This is an optimization exercise on Yosys and OpenROAD, whose aim is small area and a short achievable clock period, not a production implementation. Only simulation tests tie the RTL to the original design; equivalence was not proved. Power is estimated from default activity; no workload was simulated.

==> flow/design.v (outline; a module is shown in full before it is edited, if it fits) <==
// module full_adder: 10 lines
// module half_adder: 9 lines
// module mult32x32: 3701 lines
// module mul_ao21: 3 lines
// module mul_aoi21: 3 lines
// module mul_oai21: 3 lines
module mult32x32 (
  input              i_clk     ,
  input              i_rstn    ,
  input  wire        i_multa_ns,
  input  wire        i_multb_ns,
  input  wire [31:0] i_multa   ,
  input  wire [31:0] i_multb   ,
  output wire [63:0] o_product
);
  // ...
==> flow/flow/run.sh <==
#!/bin/bash
set -euo pipefail
export CTS_ARGS="-sink_clustering_enable -repair_clock_nets -dont_use_dummy_load"
bash standard.sh > standard.log 2>&1
==> flow/standard.sh <==
#!/bin/bash
# synth_recipe.tcl (not shown) runs the flow's synth.tcl, then flattens the netlist and writes it again
# the make line also repeats each setting of config.mk as NAME=value (left out here)
make -C /OpenROAD-flow-scripts/flow DESIGN_CONFIG=/design/flow/config.mk WORK_HOME=/design/flow/orfs CLKGATE_MAP_FILE= SYNTH_SCRIPT=/design/flow/synth_recipe.tcl "${@:-finish}"
==> flow/config.mk <==
export PLATFORM = sky130hd
export DESIGN_NAME = mult32x32
export DESIGN_NICKNAME = mult32x32
export VERILOG_FILES = /design/flow/design.v
export SDC_FILE = /design/flow/constraint.sdc
export NUM_CORES = 4
export LEC_CHECK = 0
export CAP_MARGIN = 20
export CORE_MARGIN = 2
export CORE_UTILIZATION = 40
export PLACE_DENSITY = 0.85
export SETUP_SLACK_MARGIN = 2.0
export SLEW_MARGIN = 20
export SYNTH_HIERARCHICAL = 1
export TNS_END_PERCENT = 100
==> flow/constraint.sdc <==
create_clock -name core_clock -period 4.0 [get_ports {i_clk}]
set_input_delay 0.8000 -clock core_clock [delete_from_list [all_inputs] [get_ports {i_clk}]]
set_output_delay 0.8000 -clock core_clock [all_outputs]
set_load 0.01 [all_outputs]
==> out/metrics.yaml, run 1 <==
outcome: "timing/DRC/antenna clean"
drt_iter0_drc: 3197
synth_area_leaders: "dfxtp_1 (41%), fa_1 (13%), a221oi_2 (11%), xnor2_1 (7.0%), a22o_1 (6.6%)"
cp_cell_sequence: "a22o_1 -> a221oi_2 -> xnor2_1 -> fa_1"
ant_nets: 0
ys_types: 30
num_rows: 123
p_leak_nw: 20.6
drtPass1Iterations: 7
instances_no_fill: 5009
synth_mux_area_frac: 0
die_area_um2: 116000
nClkBuffers: 87
inverters: 90
reg2reg_depth: 4
grtUsageMet3: 0.0807
clkTransAtPathRegs_ns: 0.06
powerComb_w: 0.0144
hold_buffers: 0
antenna_found_initial: 13
first_global_vias: 30500
whs_ns: 0.165
synth_top_area_share: 0.413
num-fill-cells: 9705
avgViaCountPerCell: 5.90
flops_and_latches: 942
layout-drive-gt1-share: 0.230
die_height_um: 340
use_met2: 0.339
power_frac_comb: 0.379
power_w: 0.0379
netlist_area_um2: 45300
h-tree-depth: 3
rsz0062_at_grt: "true"
setup.worst_path.start: "s1_335"
setup_viol: 0
netlist_instances: 3557
hold_path.class: "in2async"
num_antenna_cells: 6
==> run 2, diff against run 1 <==
==> flow/flow/run.sh (replaced) <==
#!/bin/bash
set -euo pipefail
export CTS_ARGS="-sink_clustering_enable -repair_clock_nets -dont_use_dummy_load -sink_clustering_size 20 -sink_clustering_max_diameter 100"
bash standard.sh > standard.log 2>&1
--- a/flow/config.mk
+++ b/flow/config.mk
@@ -9,5 +9,5 @@
 export CORE_MARGIN = 2
 export CORE_UTILIZATION = 40
-export PLACE_DENSITY = 0.85
+export PLACE_DENSITY = 0.8
 export SETUP_SLACK_MARGIN = 2.0
 export SLEW_MARGIN = 20
==> run 2 against run 1 <==
  * Still clean on timing, DRC and antenna
  * Maximum frequency shrank 1.2%
  * Sequential cell count is the same
  * Sequential share of layout area up 0.41 points
  * Via count down 1.6%
  * Clock skew shrank 0.040 ns
  * Clock power is 25% lower
  * Critical path type unchanged
  * Highest routed layer is now met4
==> out/metrics.yaml, run 2 <==
gp_congestion: 0.938  # was 0.956
insertion_delay_ns: 0.63  # was 0.68 ns
synth_most_common_cell: "dfxtp_1"  # unchanged
period_minus_slack_ns: 2.04  # was 2.02 ns
synth_area_leader_cell: "dfxtp_1"  # unchanged
maxSlewHeadroom: 0.350  # was 0.451
ys_async_sr_fraction: 0.00743  # unchanged
gr-total-overflow: 0  # unchanged
worstSetupEndpointType: "register"  # unchanged
ant_nets: 0  # unchanged
numCtsBuffers: 54  # was 87
drt_iter0_drc: 3173  # was 3197
ys_seq_area_frac: 0.417  # unchanged
p_leak_nw: 20.5  # was 20.6 nW
power_w: 0.0351  # was 0.0379 W
placeableCoreArea_um2: 112000  # unchanged
root_buffer: "clkbuf_16"  # unchanged
dp_hpwl_um: 80600  # was 82300 um
max_freq_ghz: 0.489  # was 0.495 GHz
setup_slack_ns: 1.96  # was 1.98 ns
tns_ns: 0  # unchanged
die_height_um: 340  # unchanged
start_util: 0.403  # unchanged
drv_cap: 0  # unchanged
critical_path_required_ns: 4.49  # was 4.54 ns
netlist_instances: 3557  # unchanged
skew_ns: 0.0356  # was 0.0761 ns
critPathLaunchType: "register"  # unchanged
h-tree-depth: 2  # was 3
top_layer: "met4"  # was met5
num_rows: 123  # unchanged
regArea_um2: 19200  # about the same
regMostFlops: "prod_q"  # unchanged
ios: 132  # unchanged
drv_slew: 0  # unchanged
yosys-top-cells-count: "dfxtp_1 (935), xnor2_1 (364), a221oi_2 (341), a22o_1 (341), fa_1 (292)"  # unchanged
ys_types: 30  # unchanged
outcome: "timing/DRC/antenna clean"  # unchanged
die_area_um2: 116000  # unchanged
clock_path_buffers: 3  # unchanged
multi_input_comb_area_um2: 24100  # was 24200 um2
num-fill-cells: 9973  # was 9705
numClockSinks: 942  # unchanged
drtPass1Iterations: 8  # was 7
layout_commonest_cell: "dfxtp_1"  # unchanged
top_regs: "prod_q x64, vld x7"  # unchanged
largest_reg_flops: 64  # unchanged
nNetsFinal: 4030  # was 4017
mostFrequentLayoutCells: "dfxtp_1 (817), xnor2_1 (359), a22o_1 (341), a221oi_2 (341), fa_1 (279)"  # was dfxtp_1 (832), xnor2_1 (363), a22o_1 (341), a221oi_2 (341), fa_1 (288)
wirelength_um: 124000  # was 130000 um
hold_viol_final: 0  # unchanged
synth_top_area_share: 0.413  # unchanged
max_slew.worst_pin.slew_ns: 0.975  # was 0.823 ns
vdd_drop_max_mv: 0.393  # was 0.374 mV
vias: 29100  # was 29500
power_density_nw_per_um2: 711  # was 759 nW/um2
m1WireLength_um: 48600  # was 49200 um
crit_arrival_ns: 2.53  # was 2.56 ns
criticalPathCategory: "reg2reg"  # unchanged
drc: 0  # unchanged
avgSynthCellArea_um2: 12.7  # unchanged
grt_pass1_wl_um: 182000  # was 193000 um
io_buffer_count: 131  # unchanged
hold_path.class: "in2async"  # unchanged
synth_edf_count: 0  # unchanged
dp_slack_ns: 0.475  # was 0.472 ns
min_period_over_period: 0.511  # was 0.505
worst-path-max-fanout: 1  # was 11
avgViaCountPerCell: 5.79  # was 5.90
setup_viol: 0  # unchanged
grt_use_total: 0.202  # was 0.216
grt_max_degree: 72  # unchanged
area_growth_syn_to_layout_pct: 9.17  # was 10.2%
clkTransAtPathRegs_ns: 0.08  # was 0.06 ns
layout-drive-gt1-share: 0.239  # was 0.230
die_w_um: 340  # unchanged
met2_wirelength_um: 53400  # was 57900 um
synth_seq_cells: 942  # unchanged
wl_per_cell_um: 24.7  # was 25.9 um
wl_met3_um: 16000  # was 16400 um
netlist_area_um2: 45300  # unchanged
ys_warn_count: 7  # unchanged
synth_area_leaders: "dfxtp_1 (41%), fa_1 (13%), a221oi_2 (11%), xnor2_1 (7.0%), a22o_1 (6.6%)"  # unchanged
first_global_vias: 29300  # was 30500
synthFlopType: "dfxtp_1"  # unchanged
rsz0062_at_grt: "true"  # unchanged
antenna_found_initial: 5  # was 13
cts_tree: "yes"  # unchanged
## run 2: cell counts after synthesis
Identical to the previous run, type by type.
## run 2: report_power, final
part           switching (W)  internal (W)  leakage (nW)
logic                0.00708       0.00654          11.8
registers            0.00264        0.0136          7.99
clock network        0.00288       0.00239         0.665
total                 0.0126        0.0225          20.5
## run 2: kinds of logic after synthesis
family          synth area share
flops                      0.417
simple gates              0.0353
compound gates             0.218
other cells             0.000166
xor+xnor                  0.0934
buf+inv                   0.0646
fa+ha+maj                  0.171
## run 2: through the flow
stage,instances,hold WS [ns],util,area (um2)
3_5_place_dp,4898,0.312,0.417,46800
5_1_grt,5016,0.213,0.440,49400
2_1_floorplan,3558,0.310,-,45400
3_3_place_gp,4898,0.310,0.417,46800
6_report,5018,0.205,0.440,49400
4_1_cts,4967,0.292,0.433,48700
## run 2: per-module statistics from Yosys, one instance, submodules excluded
module / times used / cells inside / area, um2
full_adder: 292 / 1 / 20.0
half_adder: 27 / 1 / 12.5
mul_ao21: 171 / 1 / 7.51
mult32x32: 1 / 3067 / 37800
## run 2: timing repair
item,CTS,global route
setup endpoints to repair,333,153
setup buffers,12,49
gates resized for setup,469,108
cloned,3,0
hold buffers,0,0
pin swaps,17,26
endpoints found under the hold margin,0,0
## run 2: final cells by class
class | instances | share of cell area
multi-input combinational | 2142 | 0.488
sequential | 942 | 0.388
timing repair buffer | 288 | 0.0516
tap | 1500 | 0.0380
clock buffer | 54 | 0.0273
inverter | 90 | 0.00683
antenna | 2 | 0.000101
## run 2: layer usage
layer  up-vias  global-route usage
met4         0              0.0730
met3       441              0.0698
met2      1884               0.309
met5         -                   0
li1      12500                   -
met1     14200               0.265
## run 2: path summary, 6_finish.rpt
| check | slack [ns] | startpoint | cells past startpoint | endpoint |
|---|---|---|---|---|
| worst max register to register | 1.96 | s2_1164 | 3 | s3_1727 |
| max in group asynchronous | 3.34 | i_rstn | 1 | vld[6] |
| worst max-delay path | 1.96 | s2_1164 | 3 | s3_1727 |
| worst min-delay path | 0.20 | i_rstn | 1 | vld[4] |
| worst min register to register | 0.31 | s4_2028 | 0 | s5_2255 |
| min in group core_clock | 0.31 | s4_2028 | 0 | s5_2255 |
## run 2: worst max-delay path, stage by stage, from the launching register on
cell     delay (ns)
dfxtp_1        0.39
fa_1           0.47
fa_1           0.59
fa_1           0.45
==> run 3, diff against run 2 <==
--- a/flow/config.mk
+++ b/flow/config.mk
@@ -9,5 +9,5 @@
 export CORE_MARGIN = 2
 export CORE_UTILIZATION = 40
-export PLACE_DENSITY = 0.8
+export PLACE_DENSITY = 0.85
 export SETUP_SLACK_MARGIN = 2.0
 export SLEW_MARGIN = 20
==> run 3 against run 2 <==
  * Routed wire length rose by 2.4%
  * Total power grew 2.1%
  * Non-clock buffer count is 44 lower
  * Sequential power barely moved
  * Highest routed layer is now met5
  * Largest power group unchanged
  * Still clean on timing, DRC and antenna
  * Critical path depth rose by 1
  * First-iteration DRC count fell by 6.2%
  * Maximum frequency increased by 1.3%
  * Combinational power is 4% higher
  * Clock skew up 0.045 ns
  * Area after synthesis unchanged
==> out/metrics.yaml, run 3 <==
avgViaCountPerCell: 5.85  # was 5.79
antenna_found_initial: 12  # was 5
period_minus_slack_ns: 2.02  # was 2.04 ns
place_inst: 4888  # was 4898
synthFlopType: "dfxtp_1"  # unchanged
synth_top_area_share: 0.413  # unchanged
grt_use_total: 0.210  # was 0.202
use_met2: 0.326  # was 0.309
maxSlewHeadroom: 0.325  # was 0.350
synth_most_common_cell: "dfxtp_1"  # unchanged
power_density_nw_per_um2: 731  # was 711 nW/um2
gr-total-overflow: 0  # unchanged
worst-path-max-fanout: 35  # was 1
tns_ns: 0  # unchanged
grt_pass1_wl_um: 188000  # was 182000 um
outcome: "timing/DRC/antenna clean"  # unchanged
yosys-top-cells-count: "dfxtp_1 (935), xnor2_1 (364), a221oi_2 (341), a22o_1 (341), fa_1 (292)"  # unchanged
ys_warn_count: 7  # unchanged
ios: 132  # unchanged
num_rows: 123  # unchanged
setup_slack_ns: 1.98  # was 1.96 ns
layout_commonest_cell: "dfxtp_1"  # unchanged
gp_congestion: 0.956  # was 0.938
ant_nets: 0  # unchanged
die_area_um2: 116000  # unchanged
min_period_over_period: 0.504  # was 0.511
multi_input_comb_area_um2: 24200  # was 24100 um2
worstSetupEndpointType: "register"  # unchanged
wirelength_um: 127000  # was 124000 um
drv_slew: 0  # unchanged
hold_viol_final: 0  # unchanged
clkTransAtPathRegs_ns: 0.08  # about the same
drc: 0  # unchanged
area_growth_syn_to_layout_pct: 8.28  # was 9.17%
criticalPathCategory: "reg2reg"  # unchanged
cts_tree: "yes"  # unchanged
grt_max_degree: 72  # unchanged
grt-busiest-layer: "met2"  # unchanged
crit_arrival_ns: 2.56  # was 2.53 ns
max_slew.worst_pin.slew_ns: 1.01  # was 0.975 ns
drv_cap: 0  # unchanged
placeableCoreArea_um2: 112000  # unchanged
largest_reg_flops: 64  # unchanged
root_buffer: "clkbuf_16"  # unchanged
hold_path.class: "in2async"  # unchanged
instances_no_fill: 4977  # was 5018
numCtsBuffers: 56  # was 54
netlist_instances: 3557  # unchanged
ys_types: 30  # unchanged
layout-drive-gt1-share: 0.228  # was 0.239
io_buffer_count: 131  # unchanged
dp_hpwl_um: 82300  # was 80600 um
max_freq_ghz: 0.496  # was 0.489 GHz
netlist_area_um2: 45300  # unchanged
drtPass1Iterations: 8  # unchanged
nNetsFinal: 3988  # was 4030
top_regs: "prod_q x64, vld x7"  # unchanged
h-tree-depth: 2  # unchanged
ys_async_sr_fraction: 0.00743  # unchanged
regMostFlops: "prod_q"  # unchanged
start_util: 0.403  # unchanged
critical_path_required_ns: 4.54  # was 4.49 ns
insertion_delay_ns: 0.65  # was 0.63 ns
regArea_um2: 19200  # about the same
synth_area_leader_cell: "dfxtp_1"  # unchanged
skew_ns: 0.0805  # was 0.0356 ns
rsz0062_at_grt: "true"  # unchanged
grtUsageMet3: 0.0788  # was 0.0698
dp_slack_ns: 0.472  # was 0.475 ns
wl_per_cell_um: 25.5  # was 24.7 um
synth_area_leaders: "dfxtp_1 (41%), fa_1 (13%), a221oi_2 (11%), xnor2_1 (7.0%), a22o_1 (6.6%)"  # unchanged
die_height_um: 340  # unchanged
numClockSinks: 942  # unchanged
met1_usage: 0.261  # was 0.265
die_w_um: 340  # unchanged
synth_edf_count: 0  # unchanged
setup_viol: 0  # unchanged
drt_iter0_drc: 2975  # was 3173
clock_path_buffers: 3  # unchanged
vdd_drop_max_mv: 0.442  # was 0.393 mV
mostFrequentLayoutCells: "dfxtp_1 (825), xnor2_1 (362), a22o_1 (341), a221oi_2 (341), fa_1 (288)"  # was dfxtp_1 (817), xnor2_1 (359), a22o_1 (341), a221oi_2 (341), fa_1 (279)
ys_seq_area_frac: 0.417  # unchanged
first_global_vias: 30100  # was 29300
synth_seq_cells: 942  # unchanged
vias: 29100  # about the same
avgSynthCellArea_um2: 12.7  # unchanged
power_w: 0.0359  # was 0.0351 W
hold_buffers: 0  # unchanged
critPathLaunchType: "register"  # unchanged
p_leak_nw: 20.2  # was 20.5 nW
num-fill-cells: 9853  # was 9973
-- run 3: cell counts after synthesis --
No cell type changed its count.
-- run 3: area by class of cell --
cell class                      count  share of cell area
Antenna cell                        3            0.000153
Multi-Input combinational cell   2142               0.493
Clock buffer                       56              0.0286
Sequential cell                   942               0.391
Timing Repair Buffer              244              0.0421
Inverter                           90             0.00689
Tap cell                         1500              0.0383
-- run 3: through the flow --
stage / hold WS, ns / cell area [um2] / util
global placement: 0.310 / 46700 / 0.416
finish: 0.186 / 49000 / 0.436
global route: 0.208 / 49000 / 0.436
detailed placement: 0.312 / 46700 / 0.416
CTS: 0.270 / 48500 / 0.432
floorplan: 0.310 / 45400 / -
-- run 3: cell families (layout without fill, tap and decap cells) --
| kind of cell | after synthesis | in the layout | share of synthesized area |
|---|---|---|---|
| AOI/OAI and AO/OA | 927 | 930 | 0.218 |
| xor gates and xnor gates | 483 | 483 | 0.0934 |
| adders and majority gates | 444 | 444 | 0.171 |
| buffers and inverters | 477 | 390 | 0.0646 |
| DFF | 942 | 942 | 0.417 |
| other | 2 | 6 | 0.000166 |
| and+or+nand+nor | 282 | 282 | 0.0353 |
-- run 3: critical path, cell delays in order (launching register included) --
cell      delay (ns)
dfxtp_4         0.71
a22o_1          0.26
a221oi_2        0.05
xnor2_1         0.18
fa_1            0.72
-- run 3: worst paths after layout --
kind / from / to / slack (ns) / depth (start not counted)
setup / recovery: s1_573 / s2_1236 / 1.98 / 4
hold / removal: i_rstn / vld[5] / 0.19 / 1
setup reg to reg: s1_573 / s2_1236 / 1.98 / 4
hold reg to reg: s4_2028 / s5_2255 / 0.28 / 0
max in group asynchronous: i_rstn / vld[6] / 3.36 / 1
min in group core_clock: s4_2028 / s5_2255 / 0.28 / 0
-- run 3: routing by layer --
| layer | routed length (um) | up-vias |
|---|---|---|
| li1 | - | 12400 |
| met1 | 48200 | 14300 |
| met2 | 55800 | 1868 |
| met3 | 16300 | 535 |
| met4 | 6120 | 16 |
| met5 | 146 | - |
-- run 3: report_power, final --
group	switching, W	internal (W)
Clock	0.00293	0.00247
Combinational	0.00733	0.00673
Sequential	0.00279	0.0136
-- run 3: Yosys stat by module, one instance, submodules excluded --
| module | times used | flops+latches | area, um2 | cells inside |
|---|---|---|---|---|
| mult32x32 | 1 | 942 | 37800 | 3067 |
| mul_ao21 | 171 | 0 | 7.51 | 1 |
| full_adder | 292 | 0 | 20.0 | 1 |
| half_adder | 27 | 0 | 12.5 | 1 |
-- run 3: repair_timing --
action | CTS | global route
pin swaps | 21 | 29
endpoints found under the setup margin | 334 | 108
gates cloned | 3 | 0
gates resized for setup | 493 | 118
setup buffers | 14 | 13
==> run 4, diff against run 3 <==
--- a/flow/config.mk
+++ b/flow/config.mk
@@ -10,5 +10,5 @@
 export CORE_UTILIZATION = 40
 export PLACE_DENSITY = 0.85
-export SETUP_SLACK_MARGIN = 2.0
+export SETUP_SLACK_MARGIN = 1.95
 export SLEW_MARGIN = 20
 export SYNTH_HIERARCHICAL = 1
==> run 4 against run 3 <==
  * Still clean on timing, DRC and antenna
  * Area after synthesis unchanged
  * Utilization decreased by 0.10 points
  * First-iteration DRC count is 8.4% lower
  * Hold slack improved by 0.038 ns
  * Sequential power is essentially flat
  * Register-to-register slack worse by 0.10 ns
  * Worst setup slack got worse by 0.10 ns
  * Clock-buffer cell count is the same
  * Critical path depth stayed put
  * Largest cell class unchanged
  * Highest routed layer unchanged
==> out/metrics.yaml, run 4 <==
layout-drive-gt1-share: 0.211  # was 0.228
drv_cap: 0  # unchanged
ys_warn_count: 7  # unchanged
gr-total-overflow: 0  # unchanged
yosys-top-cells-count: "dfxtp_1 (935), xnor2_1 (364), a221oi_2 (341), a22o_1 (341), fa_1 (292)"  # unchanged
maxSlewHeadroom: 0.333  # was 0.325
whs_ns: 0.224  # was 0.186 ns
p_leak_nw: 20.2  # about the same
first_global_vias: 29200  # was 30100
numClockSinks: 942  # unchanged
criticalPathCategory: "reg2reg"  # unchanged
antenna_found_initial: 16  # was 12
synth_area_leader_cell: "dfxtp_1"  # unchanged
grt-busiest-layer: "met2"  # unchanged
synth_top_family_by_area: "compound AO/OA/AOI/OAI gates"  # unchanged
synth-adder-area-share: 0.171  # unchanged
regMostFlops: "prod_q"  # unchanged
cpLargestDelayFamily: "flip-flops"  # was adder cells
path_depth: 4  # unchanged
reg2reg_depth: 4  # unchanged
place_inst: 4889  # was 4888
ys_async_sr_fraction: 0.00743  # unchanged
skew_ns: 0.0644  # was 0.0805 ns
grt_use_total: 0.201  # was 0.210
mostFrequentLayoutCells: "dfxtp_1 (843), xnor2_1 (362), a22o_1 (341), a221oi_2 (341), fa_1 (292)"  # was dfxtp_1 (825), xnor2_1 (362), a22o_1 (341), a221oi_2 (341), fa_1 (288)
synth_edf_count: 0  # unchanged
netlist_instances: 3557  # unchanged
rsz0062_at_grt: "false"  # was true
critPathLaunchType: "register"  # unchanged
insertion_delay_ns: 0.66  # was 0.65 ns
ys_types: 30  # unchanged
start_util: 0.403  # unchanged
clock_path_buffers: 3  # unchanged
clkTransAtPathRegs_ns: 0.09  # was 0.08 ns
hold_buffers: 0  # unchanged
die_height_um: 340  # unchanged
synth_most_common_cell: "dfxtp_1"  # unchanged
min_period_over_period: 0.530  # was 0.504
vdd_drop_max_mv: 0.440  # was 0.442 mV
die_area_um2: 116000  # unchanged
largest_reg_flops: 64  # unchanged
worstSetupEndpointType: "register"  # unchanged
gp_congestion: 0.953  # was 0.956
grtUsageMet3: 0.0610  # was 0.0788
path_buf_inv: 0  # unchanged
use_met2: 0.316  # was 0.326
critical_path_required_ns: 4.53  # was 4.54 ns
grt_pass1_wl_um: 182000  # was 188000 um
synth_xor_area_frac: 0.0934  # unchanged
synth-compound-area-share: 0.218  # unchanged
h-tree-depth: 2  # unchanged
worst-path-max-fanout: 11  # was 35
wirelength_um: 121000  # was 127000 um
die_w_um: 340  # unchanged
crit_arrival_ns: 2.65  # was 2.56 ns
stdcell_area_um2: 48900  # was 49000 um2
drv_slew: 0  # unchanged
r2r-end: "s2_1182"  # was s2_1236
r2r_slack_ns: 1.88  # was 1.98 ns
hold_path.class: "in2async"  # unchanged
ant_nets: 0  # unchanged
cp_cell_sequence: "a22o_1 -> a221oi_2 -> xnor2_1 -> fa_1"  # unchanged
drtPass1Iterations: 7  # was 8
wl_per_cell_um: 24.4  # was 25.5 um
netlist_area_um2: 45300  # unchanged
max_slew.worst_pin.slew_ns: 1.00  # was 1.01 ns
drt_iter0_drc: 2725  # was 2975
setup_viol: 0  # unchanged
vias: 28900  # was 29100
num_rows: 123  # unchanged
avgViaCountPerCell: 5.80  # was 5.85
synth_area_leaders: "dfxtp_1 (41%), fa_1 (13%), a221oi_2 (11%), xnor2_1 (7.0%), a22o_1 (6.6%)"  # unchanged
max_freq_ghz: 0.472  # was 0.496 GHz
outcome: "timing/DRC/antenna clean"  # unchanged
top_regs: "prod_q x64, vld x7"  # unchanged
io_buffer_count: 131  # unchanged
utilization: 0.435  # was 0.436
placed_cell_area_um2: 46700  # about the same
nNetsFinal: 3993  # was 3988
ios: 132  # unchanged
grt_max_degree: 72  # unchanged
synth-simple-area-share: 0.0353  # unchanged
tns_ns: 0  # unchanged
layout_commonest_cell: "dfxtp_1"  # unchanged
synth_top_area_share: 0.413  # unchanged
period_minus_slack_ns: 2.12  # was 2.02 ns
avgSynthCellArea_um2: 12.7  # unchanged
synthFlopType: "dfxtp_1"  # unchanged
dp_hpwl_um: 81800  # was 82300 um
cp_slowest_cell: "dfxtp_1"  # was fa_1
area_growth_syn_to_layout_pct: 8.02  # was 8.28%
cp_slowest_stage_delay_ns: 0.81  # was 0.72 ns
cts_tree: "yes"  # unchanged
power_density_nw_per_um2: 726  # was 731 nW/um2
synth_seq_cells: 942  # unchanged
hold_viol_final: 0  # unchanged
drc: 0  # unchanged
root_buffer: "clkbuf_16"  # unchanged
met1_usage: 0.264  # was 0.261
placeableCoreArea_um2: 112000  # unchanged
ys_seq_area_frac: 0.417  # unchanged
numCtsBuffers: 56  # unchanged
r2r-start: "s1_325"  # was s1_573
synth_mux_area_frac: 0  # unchanged
instances_no_fill: 4984  # was 4977
run 4: worst max-delay path by stage:
| stage | start | slack [ns] | endpoint |
|---|---|---|---|
| 6_report | s1_325 | 1.88 | s2_1182 |
| 4_1_cts | i_multa[8] | 1.93 | s1_339 |
| 3_3_place_gp | i_multa[3] | 0.51 | s1_339 |
| 3_5_place_dp | i_multa[3] | 0.50 | s1_339 |
| 2_1_floorplan | i_multa[2] | 1.62 | s1_339 |
| 5_1_grt | i_multa[1] | 1.95 | s1_339 |
run 4: cell families after synthesis:
logic type      count (synthesis)
compound gates                927
xor+xnor                      483
fa+ha+maj                     444
buf+inv                       477
flops                         942
other cells                     2
simple gates                  282
run 4: layout make-up:
class,count,area [um2]
Timing Repair Buffer,249,2100
Multi-Input combinational cell,2142,24100
Clock buffer,56,1400
Tap cell,1500,1880
Inverter,90,338
Antenna cell,5,12.5
Sequential cell,942,19100
Fill cell,9845,63400
run 4: per-layer routing:
metal	routed length (um)	vias up	part of all wire
li1	-	12400	-
met1	48600	14100	0.40
met2	53400	1798	0.44
met5	130	-	0.0011
met4	4860	20	0.040
met3	14400	472	0.12
run 4: power by group:
part	switching (W)	total [W]	leakage [nW]	internal [W]
Sequential	0.00267	0.0163	7.98	0.0136
Clock	0.00292	0.00539	0.690	0.00247
Combinational	0.00727	0.0138	11.5	0.00655
Total	0.0129	0.0355	20.2	0.0226
run 4: what timing repair did:
action | 4_1_cts | 5_1_grt
gates cloned | 2 | 1
resized for setup | 350 | 106
pin swaps | 13 | 16
buffers inserted | 7 | 24
setup endpoints to repair | 312 | 133
run 4: metrics by stage:
stage               total power [W]  worst slack [ns]
detailed placement           0.0296             0.500
global placement             0.0283             0.506
finish                       0.0355              1.88
floorplan                    0.0241              1.62
global route                 0.0376              1.95
CTS                          0.0353              1.93
run 4: modules after synthesis (local to each module, per instance):
module	flip-flops and latches	cells inside	times used	cell area (um2)
mul_ao21	0	1	171	7.51
full_adder	0	1	292	20.0
mult32x32	942	3067	1	37800
half_adder	0	1	27	12.5

## afterwards: timing with drivers on the ports
The flow's constraints put no driver on any port. The routed layouts listed below were extracted and timed again, unchanged, in two steps.
Step 1, drivers: a clkbuf_16 drives i_clk and a buf_2 each remaining input, both assumed.
Step 2 moves the port delays by t, midway between the first and last clock arrival at a register: inputs arrive t later, outputs are due t later. That takes back most of the time a late clock gives input paths.
a / b / c = ideal / step 1 / step 2; a / b = the first two.
run | t, ns | slack for setup (ns) | worst hold slack (ns)
run 1 | 0.707 | 1.981 / 1.967 / 1.355 | 0.165 / 0.172 / 0.314
run 2 | 0.678 | 1.957 / 1.957 / 1.384 | 0.205 / 0.214 / 0.308
run 3 | 0.676 | 1.984 / 1.965 / 1.376 | 0.186 / 0.196 / 0.281
run 4 | 0.686 | 1.881 / 1.881 / 1.350 | 0.224 / 0.233 / 0.304
After both steps every run listed still meets setup and hold. For run 1, which loses most, drivers alone change the setup slack by -0.014 ns; drivers and shift together by -0.626 ns.
